Source: an optimization exercise on an open RTL-to-GDS flow (aim: small area and a short achievable clock period). Production flows keep margins and buffers that such runs may drop.
No run shown here included a check of the RTL's function; only the layout flow was run.
Power figures rest on the tool's default switching activity, not on a simulated workload.

==> flow/design.v, too long to show whole: its modules and the start of the top module <==
// module DSP48A1_simplified: 1088 lines
// module dsp_fa: 4 lines
// module dsp_ha: 4 lines
module DSP48A1_simplified (P, A, B, D, C, clk, rst_n);
  // ...
==> flow/run.sh <==
#!/bin/bash
# synth_recipe.tcl (not shown) runs the flow's synth.tcl, then flattens the netlist and writes it again
# the make line also repeats each setting of config.mk as NAME=value (left out here)
make -C /OpenROAD-flow-scripts/flow DESIGN_CONFIG=/design/flow/config.mk WORK_HOME=/design/flow/orfs CLKGATE_MAP_FILE= SYNTH_SCRIPT=/design/flow/synth_recipe.tcl finish
==> flow/config.mk <==
export PLATFORM = sky130hd
export DESIGN_NAME = DSP48A1_simplified
export DESIGN_NICKNAME = DSP48A1_simplified
export VERILOG_FILES = /design/flow/design.v
export SDC_FILE = /design/flow/constraint.sdc
export NUM_CORES = 4
export LEC_CHECK = 0
export CAP_MARGIN = 20
export CORE_MARGIN = 2
export CORE_UTILIZATION = 40
export SETUP_SLACK_MARGIN = 3.5
export SLEW_MARGIN = 20
export SYNTH_HIERARCHICAL = 1
==> flow/constraint.sdc <==
create_clock -name core_clock -period 6.5 [get_ports {clk}]
set_input_delay 1.3000 -clock core_clock [delete_from_list [all_inputs] [get_ports {clk}]]
set_output_delay 1.3000 -clock core_clock [all_outputs]
set_load 0.01 [all_outputs]
==> run notes, run 1 <==
| Step | Result | This run |
|---|---|---|
| routing | Total detailed-routing wirelength | 44100 µm |
| yosys | Share of the synthesized area in the top cell type | 0.310 |
| yosys | Number of distinct standard cells referenced by the synthesized netlist | 57 |
| setup path | CP arrival | 4.04 ns |
| setup path | CP bufs+invs | 1 |
| layout | Register fraction of the total cell area | 0.253 |
| yosys | Compound-cell area share of the yosys netlist | 0.141 |
| pwr | Final total power | 0.0123 W |
| yosys | Synth top cells by count | 266 x sky130_fd_sc_hd__dfxtp_1, 199 x sky130_fd_sc_hd__xnor2_1, 176 x sky130_fd_sc_hd__fa_1 |
| clock tree | Worst-case clock buffer depth | 3 |
| yosys | Post-synthesis adder-cell area fraction | 0.275 |
| clock tree | Count of buffers added by post-CTS timing repair for setup | 27 |
| placement | Number of I/O port buffers | 151 |
| floorplan | Effective utilization at floorplan | 0.407 |
| routing | Number of detailed-route iterations in the first pass | 6 |
| floorplan | Core outline area | 42100 µm² |
| pwr | Leakage power figure | 8.64 nW |
| timing | Setup Total Neg Slack | 0 ns |
| floorplan | Horizontal die dimension | 211 µm |
| routing | WL met3 | 3200 µm |
| layout | Layout buffering overhead excluding clock cells | 0.111 |
| layout | Count of antenna diodes in the layout | 0 |
| layout | Multi-input combinational area share | 0.554 |
| layout | Inverters excl. clock | 36 |
| placement | Routability congestion estimate from global placement | 0.861 |
| layout | Final nets | 2164 |
| outcome | Outcome | finished clean |
| pwr | Pwr top | combinational cells |
| pwr | Peak ir drop on the vdd network | 0.243 mV |
| yosys | Post-Syn Nets | 2024 |
| clock tree | CTS Hold Bufs | 0 |
| pwr | Switching power | 0.00519 W |
| grt | Met3 track demand over resource | 0.0404 |
| clock tree | Clock network latency to the later pin of the worst-skew pair | 0.56 ns |
| yosys | Ys Warns | 7 |
| yosys | EDFF count, synth | 0 |
| clock tree | Level count of the clock H-tree | 1 |
| setup path | Number of gates on the worst path with buffers counted | 12 |
| yosys | Post-synth top area cell | sky130_fd_sc_hd__dfxtp_1 |
| layout | Top cell class by occupied area | multi-input combinational cells |
| grt | Global routing usage on met2 | 0.308 |
| grt | Initial antenna violation count | 0 |
| floorplan | Placement Rows | 75 |
| min path | Endpoint of the worst hold path | B2[0]$_DFF_P_ |
| layout | Number of filler cells placed in the layout | 3770 |
==> inputs of run 2 (changes only) <==
--- a/flow/config.mk
+++ b/flow/config.mk
@@ -8,6 +8,5 @@
 export CAP_MARGIN = 20
 export CORE_MARGIN = 2
 export CORE_UTILIZATION = 40
-export SETUP_SLACK_MARGIN = 3.5
 export SLEW_MARGIN = 20
 export SYNTH_HIERARCHICAL = 1
==> run notes, run 2 <==
| Step | Result | This run | Change |
|---|---|---|---|
| timing | Unrepaired setup endpoints after global routing | no |  |
| floorplan | Core outline area | 42100 µm² | unchanged |
| layout | Count of non-filler cells in the finished layout | 2281 |  |
| clock tree | Level count of the clock H-tree | 1 | unchanged |
| pwr | Peak ir drop on the vdd network | 0.257 mV | +6.0% |
| placement | Placed insts | 2228 |  |
| yosys | Share of flip-flops with an asynchronous set or reset | 0 |  |
| grt | Largest net degree at the start of global routing | 140 |  |
| yosys | Mapped Avg Cell Area | 10.4 µm² |  |
| yosys | Number of distinct standard cells referenced by the synthesized netlist | 57 | unchanged |
| yosys | Netlist Area Pre-Place | 17200 µm² |  |
| floorplan | Effective utilization at floorplan | 0.407 | unchanged |
| floorplan | Horizontal die dimension | 211 µm | unchanged |
| yosys | Share of synthesized area spent on multiplexers | 0.00642 |  |
| yosys | Post-synthesis adder-cell area fraction | 0.275 | unchanged |
| setup path | Peak fanout along the critical path | 5 |  |
| timing | Worst rel slew slack | 0.312 |  |
| yosys | #FFs+latches synth | 266 |  |
| placement | Dpl cell area | 19000 µm² |  |
| timing | Setup Viol. Count Final | 0 |  |
| outcome | Outcome | finished clean |  |
| setup path | CP arrival | 4.36 ns | +0.32 ns |
| clock tree | CTS Buf Count | 29 |  |
| clock tree | TritonCTS clock tree | done |  |
| placement | Number of I/O port buffers | 151 | unchanged |
| floorplan | Die span in y | 211 µm |  |
| clock tree | Clock transition at path regs | 0.06 ns |  |
| pwr | Leakage power figure | 8.13 nW | -5.9% |
| setup path | Crit-path cells | fa_1 > fa_1 > ha_1 > a21o_1 > a221o_1 > o211ai_1 > nand3_1 > a21oi_2 > o211ai_2 > xor2_1 > and2_1 |  |
| clock tree | Clock root buffer | sky130_fd_sc_hd__clkbuf_16 |  |
| yosys | Compound-cell area share of the yosys netlist | 0.141 | unchanged |
| placement | Pre-CTS setup slack | 2.41 ns |  |
| routing | # DRC | 0 |  |
| yosys | Xor and xnor fraction of the mapped netlist area | 0.116 |  |
| floorplan | Count of boundary I/O pins | 152 |  |
| yosys | Share of the synthesized area in the top cell type | 0.310 | unchanged |
| setup path | Slowest cell on the critical path | sky130_fd_sc_hd__fa_1 |  |
| layout | Highest-count cells in the layout ignoring fill and taps | 266 x sky130_fd_sc_hd__dfxtp_1, 199 x sky130_fd_sc_hd__xnor2_1, 176 x sky130_fd_sc_hd__fa_1, 158 x sky130_fd_sc_hd__and2_1, 155 x sky130_fd_sc_hd__a22oi_1 |  |
| clock tree | Number of clock sinks | 266 |  |
| layout | Count of antenna diodes in the layout | 0 | unchanged |
| yosys | Synthesized instance count | 1648 |  |
| layout | Final core utilization | 0.476 |  |
| routing | Antenna-violating nets left | 0 |  |
| layout | Final nets | 2096 | -3.1% |
| routing | Vias per cell | 5.28 |  |
| timing | Least-Margin Pin Slew | 1.03 ns |  |
| yosys | Synth top cells by count | 266 x sky130_fd_sc_hd__dfxtp_1, 199 x sky130_fd_sc_hd__xnor2_1, 176 x sky130_fd_sc_hd__fa_1 |  |
| setup path | Required time at the worst-slack endpoint | 6.94 ns |  |
| timing | Setup Total Neg Slack | 0 ns | unchanged |
| floorplan | Floorplan die area | 44600 µm² |  |
| timing | Period Utilization, post-route | 0.603 |  |
| placement | Detail Placement HPWL | 30000 µm |  |
| setup path | CP endpoint kind | flop |  |
| routing | Number of detailed-route iterations in the first pass | 5 | -1 |
| yosys | Sequential area share after synthesis | 0.310 |  |
| setup path | WS Path Type | reg2reg |  |
| yosys | Combinational family with the most area after synthesis | adder cells |  |
| yosys | Post-synth top area cell | sky130_fd_sc_hd__dfxtp_1 |  |
| grt | Wire length of the first global-routing pass | 66000 µm |  |
| yosys | Area fraction in and, or, nand and nor cells after synthesis | 0.115 |  |
| clock tree | CTS Hold Bufs | 0 | unchanged |
| min path | Hold/Removal Path Class | reg2reg |  |
| routing | Iteration-0 DRC count of the detailed router | 871 |  |
| routing | Wire per inst | 18.4 µm |  |
| timing | Slew Viols, Final | 0 |  |
| job | Number of max-cap violations | 0 |  |
| setup path | CP bufs+invs | 0 | -1 |
| layout | Synth-to-Final Area Change | 16.8% |  |
| setup path | Slowest stage delay, CP | 0.56 ns |  |
| yosys | Synth Flop Type | sky130_fd_sc_hd__dfxtp_1 |  |
| grt | Global routing usage summed across all routing layers | 0.187 |  |
| grt | Initial antenna violation count | 0 | unchanged |
| setup path | Critical Path Most Common Cell | sky130_fd_sc_hd__fa_1 |  |
| layout | Registers with the most flip-flops | C_r (48), P (48), S (19) |  |
| placement | Routability congestion estimate from global placement | 0.867 | +0.62% |
| timing | Achievable clock frequency | 255 MHz |  |
| layout | Most frequent standard cell in the layout excluding fill and tap cells | sky130_fd_sc_hd__dfxtp_1 |  |
| yosys | Area contributors post-synth | sky130_fd_sc_hd__dfxtp_1 31%, sky130_fd_sc_hd__fa_1 21%, sky130_fd_sc_hd__xnor2_1 10% |  |
| clock tree | Worst-case clock buffer depth | 3 | unchanged |
| clock tree | Cells resized by post-CTS repair | 0 |  |
| layout | Number of filler cells placed in the layout | 3883 | +3.0% |
| setup path | Family with the most delay on the worst path | compound AO/OA/AOI/OAI gates |  |
| clock tree | Count of buffers added by post-CTS timing repair for setup | 0 | -100% |
| setup path | Kind of start point of the critical path | flop |  |
| routing | WL met3 | 2900 µm | -9.3% |
| yosys | Ys Warns | 7 | unchanged |
| pwr | Power per unit of standard cell area | 565 nW/µm² |  |
| clock tree | Clock network latency to the later pin of the worst-skew pair | 0.55 ns | about the same |
| routing | Met2 WL post-DR | 18600 µm |  |
| grt | Vias in the first global route | 12394 |  |
| timing | Hold Fails Final Rpt | 0 |  |
| floorplan | Placement Rows | 75 | unchanged |
| layout | Share of final-layout standard cells stronger than drive strength 1 | 0.0471 |  |
| timing | Worst clock skew | 0.0125 ns |  |
| yosys | Post-Syn Nets | 2024 | unchanged |
| timing | Period minus WS final | 3.92 ns |  |
| yosys | Most frequent cell after synthesis | sky130_fd_sc_hd__dfxtp_1 |  |
| layout | Post-route design area | 20000 µm² |  |
| routing | Number of vias in the routed layout | 12034 |  |
| grt | Total gr overflow | 0 |  |
| timing | Final WS setup | 2.58 ns |  |
| routing | Total detailed-routing wirelength | 42100 µm | -4.6% |
| routing | Max Used Layer | met4 |  |
| routing | Post-Route M1 WL | 19300 µm |  |
| yosys | EDFF count, synth | 0 | unchanged |
## run 2: worst paths after layout
check / to / slack (ns) / from / depth (start not counted)
setup / recovery: P[38]$_SDFF_PN0_ / 2.58 / R0_5$_DFF_P_ / 11
hold / removal: B2[0]$_DFF_P_ / 0.42 / S[0]$_DFF_P_ / 1
setup reg to reg: P[38]$_SDFF_PN0_ / 2.58 / R0_5$_DFF_P_ / 11
hold reg to reg: B2[0]$_DFF_P_ / 0.42 / S[0]$_DFF_P_ / 1
## run 2: per-layer routing
layer | global-route usage | vias to the layer above
met1 | 0.259 | 5786
met3 | 0.0324 | 101
met4 | 0.0658 | 0
met5 | 0 | -
li1 | - | 5713
met2 | 0.295 | 434
## run 2: cell families (layout without fill, tap and decap cells)
family | Yosys count | count (layout)
simple gates | 371 | 371
compound gates | 337 | 337
fa+ha+maj | 272 | 272
flops | 266 | 266
xor+xnor | 227 | 227
buf+inv | 164 | 258
mux | 11 | 11
## run 2: where the power goes
| group | switching [W] | total, W | internal (W) |
|---|---|---|---|
| combinational | 0.00378 | 0.00713 | 0.00335 |
| clock | 0.000657 | 0.00178 | 0.00112 |
| sequential | 0.000354 | 0.00242 | 0.00206 |
| total | 0.00479 | 0.0113 | 0.00654 |
## run 2: layout make-up
type / count / area (µm²) / share of cell area
Multi-Input combinational cell: 1218 / 11200 / 0.559
Sequential cell: 266 / 5330 / 0.266
Timing Repair Buffer: 169 / 1640 / 0.0820
Clock buffer: 35 / 768 / 0.0383
Tap cell: 539 / 674 / 0.0337
Clock inverter: 18 / 282 / 0.0140
Inverter: 36 / 135 / 0.00674
## run 2: Yosys stat by module, one instance, submodules excluded
module              times used  cells  flip-flops and latches  cell area [µm²]
DSP48A1_simplified           1   1449                     266            13400
dsp_fa                     174      1                       0             20.0
dsp_ha                      25      1                       0             12.5
## run 2: through the flow
step | power (W) | hold WS, ns
detailed placement | 0.00954 | 0.425
CTS | 0.0114 | 0.433
finish | 0.0113 | 0.423
floorplan | 0.00759 | 0.384
global placement | 0.00944 | 0.401
global route | 0.0124 | 0.452

-- what the ideal ports hide --
How much do the figures lean on ideal ports? The routed layouts below were timed once more, with nothing changed but the port constraints. Step 1 assumes that a clkbuf_16 drives the clock port and a buf_2 every other input. Step 2 adds t to the input delays and takes it off the output delays; t is the mean of the earliest and latest rising clock arrival at the registers after step 1. Input paths then give back, and output paths get back, about the clock's delay inside the block. Three values: ideal ports, drivers, drivers and shift; two values: the first two.
run | shift t [ns] | setup slack, ns | hold WS [ns] | latest minus earliest clock arrival (ns) | pins driven straight from the clock port
run 1 | 0.605 | 2.914 / 2.914 / 2.914 | 0.409 / 0.409 / 0.409 | 0.011 / 0.011 | 1
run 2 | 0.599 | 2.581 / 2.581 / 2.337 | 0.423 / 0.423 / 0.423 | 0.013 / 0.013 | 1
After both steps setup and hold are still met in every run listed. The setup slack of run 2, which loses most, moves by 0.000 ns with the drivers and by -0.244 ns with both steps.
